This design comes from an exercise in tuning for small area on the open sky130 flow, not from production work.
At most, simulation tests tie the RTL to the original design; equivalence was not proved.
The clock port is modelled as an ideal driver; clocking choices that lean on that would not hold on a real chip.
Power and IR drop assume default switching activity.

== run D ==
==> module tx_srrc_ch, before the edit <==
module tx_srrc_ch (
    output reg [13:0] out_srrc,
    input             in_srrc,
    input      [13:0] t_sum,
    input      [13:0] t_dif,
    input      [1:0]  rot,
    input             in_reset,
    input             in_enable,
    input             v8,
    input             v1,
    input             clock
    );
   reg [7:0]  shift_inp;   
   reg        drop;        
   reg [20:0] accum;       
   reg b0, b1;
   always @(*) begin
      case (rot)
        2'd0: begin b0 = drop;         b1 = shift_inp[7]; end
        2'd1: begin b0 = shift_inp[6]; b1 = shift_inp[5]; end
        2'd2: begin b0 = shift_inp[4]; b1 = shift_inp[3]; end
        default: begin b0 = shift_inp[2]; b1 = shift_inp[1]; end
      endcase
   end
   wire        sel_dif = in_enable &  (b0 ^ b1);
   wire        sel_sum = in_enable & ~(b0 ^ b1);
   wire        neg     = in_enable & b0;
   wire [13:0] mag     = ({14{sel_dif}} & t_dif) | ({14{sel_sum}} & t_sum);
   wire [13:0] tx      = mag ^ {14{neg}};
   wire [14:0] carry;
   wire [20:0] sum;
   assign carry[0] = neg;
   genvar gi;
   generate
      for (gi = 0; gi < 14; gi = gi + 1) begin : g_add
         assign sum[gi]     = accum[gi] ^ tx[gi] ^ carry[gi];
         assign carry[gi+1] = (accum[gi] & tx[gi]) | (carry[gi] & (accum[gi] ^ tx[gi]));
      end
   endgenerate
   wire       up = carry[14] & ~tx[13];
   wire       dn = ~carry[14] & tx[13];
   wire [7:0] all1, all0;    
   assign all1[0] = 1'b1;
   assign all0[0] = 1'b1;
   generate
      for (gi = 0; gi < 7; gi = gi + 1) begin : g_cnt
         assign all1[gi+1]  = all1[gi] &  accum[14+gi];
         assign all0[gi+1]  = all0[gi] & ~accum[14+gi];
         assign sum[14+gi]  = accum[14+gi] ^ ((up & all1[gi]) | (dn & all0[gi]));
      end
   endgenerate
   wire pos_sat = ~sum[20] &  (|sum[19:13]);
   wire neg_sat =  sum[20] & ~(&sum[19:13]);
   wire [13:0] sat = pos_sat ? 14'h1fff : neg_sat ? 14'h2000 : sum[13:0];
   wire clr = in_reset | (in_enable & v8);
   always @(posedge clock) begin
      accum <= clr ? 21'd0 : sum;
      if (in_reset) begin
         shift_inp <= 8'd0;
         drop      <= 1'b0;
         out_srrc  <= 14'd0;
      end
      else if (in_enable) begin
         if (v1) begin
            shift_inp <= {shift_inp[6:0], in_srrc};
            drop      <= shift_inp[7];
         end
         if (v8)
           out_srrc <= sat;
      end
   end
endmodule
Settings: LEC_CHECK=0, ABC_AREA=1, CAP_MARGIN=20, CORE_MARGIN=2, CORE_UTILIZATION=65, GPL_TIMING_DRIVEN=0, SLEW_MARGIN=20, BUFFER_PORTS_ARGS=-buffer_cell sky130_fd_sc_hd__buf_1, CTS_ARGS=-sink_clustering_enable -repair_clock_nets -dont_use_dummy_load -buf_list sky130_fd_sc_hd__clkbuf_4 -root_buf sky130_fd_sc_hd__clkbuf_4, POST_CTS_TCL=/design/flow/flow/post_cts.tcl; clock period 12.0 ns.
standard.sh (not shown) runs the stock make flow with config.mk's settings and CLKGATE_MAP_FILE= SYNTH_SCRIPT=/design/flow/synth_recipe.tcl, a recipe that flattens the netlist after the stock synthesis.
==> flow/flow/run.sh <==
#!/bin/bash
# Own flow: the standard synthesis, then the combinational logic re-mapped for
# area (registers untouched; full adders kept, their polarities chosen to save
# inverters), then the standard ORFS layout with small port
# buffers and a clock tree of small buffers.
set -euo pipefail
W=$(pwd)
F=$W/flow
R=$W/orfs/results/$FLOW_PLATFORM/top_tx_srrc/base
YOSYS=$FLOW_HOME/../tools/install/yosys/bin/yosys

sed "s#\$(FLOW_FLOW_DIR)#$F#" $F/extra.mk >> $W/config.mk

bash $W/standard.sh synth > $W/flow_synth.log 2>&1

cp $R/1_2_yosys.v $W/std_1_2_yosys.v
export REOPT_LIB=$FLOW_HOME/platforms/$FLOW_PLATFORM/lib/sky130_fd_sc_hd__tt_025C_1v80.lib
export REOPT_TOP=$FLOW_TOP
export REOPT_IN=$W/std_1_2_yosys.v
export REOPT_OUT=$R/1_2_yosys.v
export REOPT_STAT=$W/reopt_stat.txt
export REOPT_DONT_USE="$(sed -n 's/.*DONT_USE_CELLS *+\?= *//p; /^ \+sky130/p' $FLOW_HOME/platforms/$FLOW_PLATFORM/config.mk | tr -d '\\' | tr -s ' \n' ' ')"
export REOPT_POL=$F/fa_polarity.py
export REOPT_TMP=$W
export REOPT_SCRIPT='+&get,-n;&st;&dch,-f;&nf,-R,1000;&put'
$YOSYS -c $F/reopt.tcl > $W/flow_reopt.log 2>&1
rm -f $R/1_synth.odb $R/1_synth.sdc

bash $W/standard.sh > $W/flow_layout.log 2>&1
Other scripts of this flow, unchanged in this note and not shown: flow/flow/extra.mk, flow/flow/fa_polarity.py, flow/flow/post_cts.tcl, flow/flow/reopt.tcl
Setup changes, run D to run A
--- a/flow/design.v
+++ b/flow/design.v
@@ -483,24 +483,13 @@
    wire [13:0] mag     = ({14{sel_dif}} & t_dif) | ({14{sel_sum}} & t_sum);
    wire [13:0] tx      = mag ^ {14{neg}};
-   wire [14:0] carry;
+   wire [20:0] addend = {{7{tx[13]}}, tx};
+   wire [21:0] carry;
    wire [20:0] sum;
    assign carry[0] = neg;
    genvar gi;
    generate
-      for (gi = 0; gi < 14; gi = gi + 1) begin : g_add
-         assign sum[gi]     = accum[gi] ^ tx[gi] ^ carry[gi];
-         assign carry[gi+1] = (accum[gi] & tx[gi]) | (carry[gi] & (accum[gi] ^ tx[gi]));
-      end
-   endgenerate
-   wire       up = carry[14] & ~tx[13];
-   wire       dn = ~carry[14] & tx[13];
-   wire [7:0] all1, all0;    
-   assign all1[0] = 1'b1;
-   assign all0[0] = 1'b1;
-   generate
-      for (gi = 0; gi < 7; gi = gi + 1) begin : g_cnt
-         assign all1[gi+1]  = all1[gi] &  accum[14+gi];
-         assign all0[gi+1]  = all0[gi] & ~accum[14+gi];
-         assign sum[14+gi]  = accum[14+gi] ^ ((up & all1[gi]) | (dn & all0[gi]));
+      for (gi = 0; gi < 21; gi = gi + 1) begin : g_add
+         assign sum[gi]     = accum[gi] ^ addend[gi] ^ carry[gi];
+         assign carry[gi+1] = (accum[gi] & addend[gi]) | (carry[gi] & (accum[gi] ^ addend[gi]));
       end
    endgenerate
Results
Run A has completed all stages; timing, DRC and antenna checks passed.
Relative to run D, the total routing usage reported by global routing of run A is higher by 2.4 points.
Post-placement cell count is higher on run D
Die area: run A vs run D down about 0.7%
According to the power report, total power for run A is higher than for run D.
Power dissipated in combinational cells on run A is up relative to run D.
Going from run D to run A, the synthesis-to-finish area growth was found to have gone up by 0.64 points.
HPWL reported at the end of detailed placement ends up higher on run A.
No functional check of the RTL was part of run D.

---

The RTL this note starts from:
==> flow/design.v <==
module prbsx (
    output     out_data_i ,  
    output     out_data_q ,  
    input      in_enable  ,  
    input      in_reset   ,  
    input      clock         
    );
   reg [9-1:0] data;
   assign out_data_i = data[8];
   assign out_data_q = data[6] ^ data[5];
   always @(posedge clock) begin
      if (in_reset)
        data <= 9'h1AA;
      else if (in_enable)
        data <= {data[7:0], data[8] ^ data[4]};
   end
endmodule
module tx_fcsg (
    output      out_ctrl_valid_8MHz   ,  
    output      out_ctrl_valid_1oTMHz ,  
    input wire  in_reset              ,  
    input wire  clock                    
   );
   reg [4:0] period_counter;
   always @(posedge clock) begin
      if (in_reset)
        period_counter <= 5'd0;
      else
        period_counter <= period_counter + 5'd1;
   end
   assign out_ctrl_valid_8MHz   = (period_counter[1:0] == 2'd1);
   assign out_ctrl_valid_1oTMHz = (period_counter      == 5'd1);
endmodule
module tx_srrc_rom (
    input      [4:0]  addr,    
    output reg [13:0] t_sum,
    output reg [13:0] t_dif
);
   always @(*) begin
      case (addr)
        5'd0 : begin t_sum = 14'h000e; t_dif = 14'h3fe2; end
        5'd1 : begin t_sum = 14'h0fc5; t_dif = 14'h2fc9; end
        5'd2 : begin t_sum = 14'h0025; t_dif = 14'h0051; end
        5'd3 : begin t_sum = 14'h0007; t_dif = 14'h000b; end
        5'd4 : begin t_sum = 14'h0069; t_dif = 14'h3f0f; end
        5'd5 : begin t_sum = 14'h0dc0; t_dif = 14'h2ed6; end
        5'd6 : begin t_sum = 14'h0184; t_dif = 14'h033e; end
        5'd7 : begin t_sum = 14'h003d; t_dif = 14'h0077; end
        5'd8 : begin t_sum = 14'h00a6; t_dif = 14'h3e8c; end
        5'd9 : begin t_sum = 14'h0b86; t_dif = 14'h2f48; end
        5'd10: begin t_sum = 14'h033c; t_dif = 14'h0694; end
        5'd11: begin t_sum = 14'h0075; t_dif = 14'h00eb; end
        5'd12: begin t_sum = 14'h00bf; t_dif = 14'h3e5b; end
        5'd13: begin t_sum = 14'h0933; t_dif = 14'h30f7; end
        5'd14: begin t_sum = 14'h053f; t_dif = 14'h0a01; end
        5'd15: begin t_sum = 14'h00a2; t_dif = 14'h0154; end
        5'd16: begin t_sum = 14'h00b9; t_dif = 14'h3e75; end
        5'd17: begin t_sum = 14'h06e5; t_dif = 14'h339b; end
        5'd18: begin t_sum = 14'h0776; t_dif = 14'h0d20; end
        5'd19: begin t_sum = 14'h00bd; t_dif = 14'h0197; end
        5'd20: begin t_sum = 14'h0098; t_dif = 14'h3ec4; end
        5'd21: begin t_sum = 14'h04b9; t_dif = 14'h36d7; end
        5'd22: begin t_sum = 14'h09c9; t_dif = 14'h0f8f; end
        5'd23: begin t_sum = 14'h00bc; t_dif = 14'h01a0; end
        5'd24: begin t_sum = 14'h0067; t_dif = 14'h3f31; end
        5'd25: begin t_sum = 14'h02c7; t_dif = 14'h3a47; end
        5'd26: begin t_sum = 14'h0c18; t_dif = 14'h10f4; end
        5'd27: begin t_sum = 14'h0099; t_dif = 14'h015b; end
        5'd28: begin t_sum = 14'h0030; t_dif = 14'h3fa6; end
        5'd29: begin t_sum = 14'h0124; t_dif = 14'h3d8a; end
        5'd30: begin t_sum = 14'h0e47; t_dif = 14'h110f; end
        5'd31: begin t_sum = 14'h0055; t_dif = 14'h00c3; end
        default: begin t_sum = 14'h0000; t_dif = 14'h0000; end
      endcase
   end
endmodule
module top_tx_srrc (
    output [13:0] o_data_i,
    output [13:0] o_data_q,
    input         i_prbs_enable,
    input         i_enable_srrc,
    input         i_soft_reset,
    input         clock
    );
   reg prbs_enable;
   reg enable_srrc;
   reg soft_reset;
   always @(posedge clock) begin
      prbs_enable <= i_prbs_enable;
      enable_srrc <= i_enable_srrc;
      soft_reset  <= ~i_soft_reset;
   end
   wire v8, v1;
   wire bit_i, bit_q;
   tx_fcsg u_tx_fcsg (
      .out_ctrl_valid_8MHz   (v8),
      .out_ctrl_valid_1oTMHz (v1),
      .in_reset              (soft_reset),
      .clock                 (clock)
   );
   prbsx u_prbsx (
      .out_data_i (bit_i),
      .out_data_q (bit_q),
      .in_enable  (prbs_enable & v1),
      .in_reset   (soft_reset),
      .clock      (clock)
   );
   reg [2:0] ph;     
   reg [1:0] pcol;   
   reg [1:0] rot;    
   always @(posedge clock) begin
      if (soft_reset) begin
         ph   <= 3'd0;
         pcol <= 2'd0;
         rot  <= 2'd0;
      end
      else if (enable_srrc) begin
         if (v1)
           ph <= 3'd0;
         else if (v8)
           ph <= ph + 3'd1;
         pcol <= v8 ? 2'd0 : pcol + 2'd1;
         rot  <= v1 ? 2'd0 : rot + 2'd1;
      end
   end
   wire [13:0] t_sum, t_dif;
   tx_srrc_rom u_rom (
      .addr  ({ph, pcol}),
      .t_sum (t_sum),
      .t_dif (t_dif)
   );
   tx_srrc_ch u_ch_i (
      .out_srrc (o_data_i),
      .in_srrc  (bit_i),
      .t_sum    (t_sum),
      .t_dif    (t_dif),
      .rot      (rot),
      .in_reset (soft_reset),
      .in_enable(enable_srrc),
      .v8       (v8),
      .v1       (v1),
      .clock    (clock)
   );
   tx_srrc_ch u_ch_q (
      .out_srrc (o_data_q),
      .in_srrc  (bit_q),
      .t_sum    (t_sum),
      .t_dif    (t_dif),
      .rot      (rot),
      .in_reset (soft_reset),
      .in_enable(enable_srrc),
      .v8       (v8),
      .v1       (v1),
      .clock    (clock)
   );
endmodule
module tx_srrc_ch (
    output reg [13:0] out_srrc,
    input             in_srrc,
    input      [13:0] t_sum,
    input      [13:0] t_dif,
    input      [1:0]  rot,
    input             in_reset,
    input             in_enable,
    input             v8,
    input             v1,
    input             clock
    );
   reg [7:0]  shift_inp;   
   reg        drop;        
   reg [20:0] accum;
   reg b0, b1;
   always @(*) begin
      case (rot)
        2'd0: begin b0 = drop;         b1 = shift_inp[7]; end
        2'd1: begin b0 = shift_inp[6]; b1 = shift_inp[5]; end
        2'd2: begin b0 = shift_inp[4]; b1 = shift_inp[3]; end
        default: begin b0 = shift_inp[2]; b1 = shift_inp[1]; end
      endcase
   end
   wire [13:0] mag  = (b0 ^ b1) ? t_dif : t_sum;
   wire [13:0] tx   = mag ^ {14{b0}};
   wire [20:0] sum  = accum + {{7{tx[13]}}, tx} + {20'd0, b0};
   wire pos_sat = ~sum[20] &  (|sum[19:13]);
   wire neg_sat =  sum[20] & ~(&sum[19:13]);
   wire [13:0] sat = pos_sat ? 14'h1fff : neg_sat ? 14'h2000 : sum[13:0];
   always @(posedge clock) begin
      if (in_reset) begin
         shift_inp <= 8'd0;
         drop      <= 1'b0;
         accum     <= 21'd0;
         out_srrc  <= 14'd0;
      end
      else if (in_enable) begin
         if (v1) begin
            shift_inp <= {shift_inp[6:0], in_srrc};
            drop      <= shift_inp[7];
         end
         accum <= v8 ? 21'd0 : sum;
         if (v8)
           out_srrc <= sat;
      end
   end
endmodule
Settings: LEC_CHECK=0, ABC_AREA=1, CAP_MARGIN=20, CORE_MARGIN=2, CORE_UTILIZATION=40, SLEW_MARGIN=20; clock period 12.0 ns.
run.sh (not shown) runs the stock make flow with config.mk's settings and CLKGATE_MAP_FILE= SYNTH_SCRIPT=/design/flow/synth_recipe.tcl, a recipe that flattens the netlist after the stock synthesis.
Stock flow here: none of the scripts above is used.
The baseline completed with no timing, DRC or antenna violations.
Rerun with:
--- a/flow/design.v
+++ b/flow/design.v
@@ -166,39 +166,52 @@
     input             v1,
     input             clock
     );
    reg [7:0]  shift_inp;   
    reg        drop;        
-   reg [20:0] accum;
+   reg [20:0] accum;       
    reg b0, b1;
    always @(*) begin
       case (rot)
         2'd0: begin b0 = drop;         b1 = shift_inp[7]; end
         2'd1: begin b0 = shift_inp[6]; b1 = shift_inp[5]; end
         2'd2: begin b0 = shift_inp[4]; b1 = shift_inp[3]; end
         default: begin b0 = shift_inp[2]; b1 = shift_inp[1]; end
       endcase
    end
-   wire [13:0] mag  = (b0 ^ b1) ? t_dif : t_sum;
-   wire [13:0] tx   = mag ^ {14{b0}};
-   wire [20:0] sum  = accum + {{7{tx[13]}}, tx} + {20'd0, b0};
+   wire        sel_dif = in_enable &  (b0 ^ b1);
+   wire        sel_sum = in_enable & ~(b0 ^ b1);
+   wire        neg     = in_enable & b0;
+   wire [13:0] mag     = ({14{sel_dif}} & t_dif) | ({14{sel_sum}} & t_sum);
+   wire [13:0] tx      = mag ^ {14{neg}};
+   wire [20:0] addend = {{7{tx[13]}}, tx};
+   wire [21:0] carry;
+   wire [20:0] sum;
+   assign carry[0] = neg;
+   genvar gi;
+   generate
+      for (gi = 0; gi < 21; gi = gi + 1) begin : g_add
+         assign sum[gi]     = accum[gi] ^ addend[gi] ^ carry[gi];
+         assign carry[gi+1] = (accum[gi] & addend[gi]) | (carry[gi] & (accum[gi] ^ addend[gi]));
+      end
+   endgenerate
    wire pos_sat = ~sum[20] &  (|sum[19:13]);
    wire neg_sat =  sum[20] & ~(&sum[19:13]);
    wire [13:0] sat = pos_sat ? 14'h1fff : neg_sat ? 14'h2000 : sum[13:0];
-   always @(posedge clock) begin
+   wire clr = in_reset | (in_enable & v8);
+   always @(posedge clock) begin
+      accum <= clr ? 21'd0 : sum;
       if (in_reset) begin
          shift_inp <= 8'd0;
          drop      <= 1'b0;
-         accum     <= 21'd0;
          out_srrc  <= 14'd0;
       end
       else if (in_enable) begin
          if (v1) begin
             shift_inp <= {shift_inp[6:0], in_srrc};
             drop      <= shift_inp[7];
          end
-         accum <= v8 ? 21'd0 : sum;
          if (v8)
            out_srrc <= sat;
       end
    end
 endmodule
=> Core utilization went up by 0.49 points. Via count went down by 32%. Synthesized area went down by 21%. Sequential cell count does not change. Design area went down by 21%. Sequential power went up by about 3%. First-iteration DRC count went down by 47%. Power went down by 25%. Routed wire length went down by about 35%. Count of clock-buffer cells in the layout is unchanged. Non-clock buffer count stays the same.
No functional check of the RTL was part of the first run of this note.

what the ideal ports hide:
Ports are ideal in the flow. The routed layouts listed here were re-timed in OpenROAD.
Step 1, drivers: a clkbuf_16 drives clock and a buf_2 each remaining input, both assumed.
Step 2 moves the port delays by t, midway between the first and last clock arrival at a register: inputs arrive t later, outputs are due t later. That takes back most of the time a late clock gives input paths.
Three values: no drivers, after step 1, after step 2; two values: the first two.
run | t (ns) | setup WS [ns] | worst setup path at the end | pins driven straight from the clock port
run D | 0.357 | 1.630 / 1.630 / 1.630 | register to register | 1
run A | 0.363 | 0.482 / 0.482 / 0.482 | register to register | 1
the first run of note 2 | 0.406 | 6.809 / 6.809 / 6.809 | register to register | 1
the second run of note 2 | 0.395 | 1.216 / 1.216 / 1.216 | register to register | 1
After both steps every run listed still meets setup and hold.
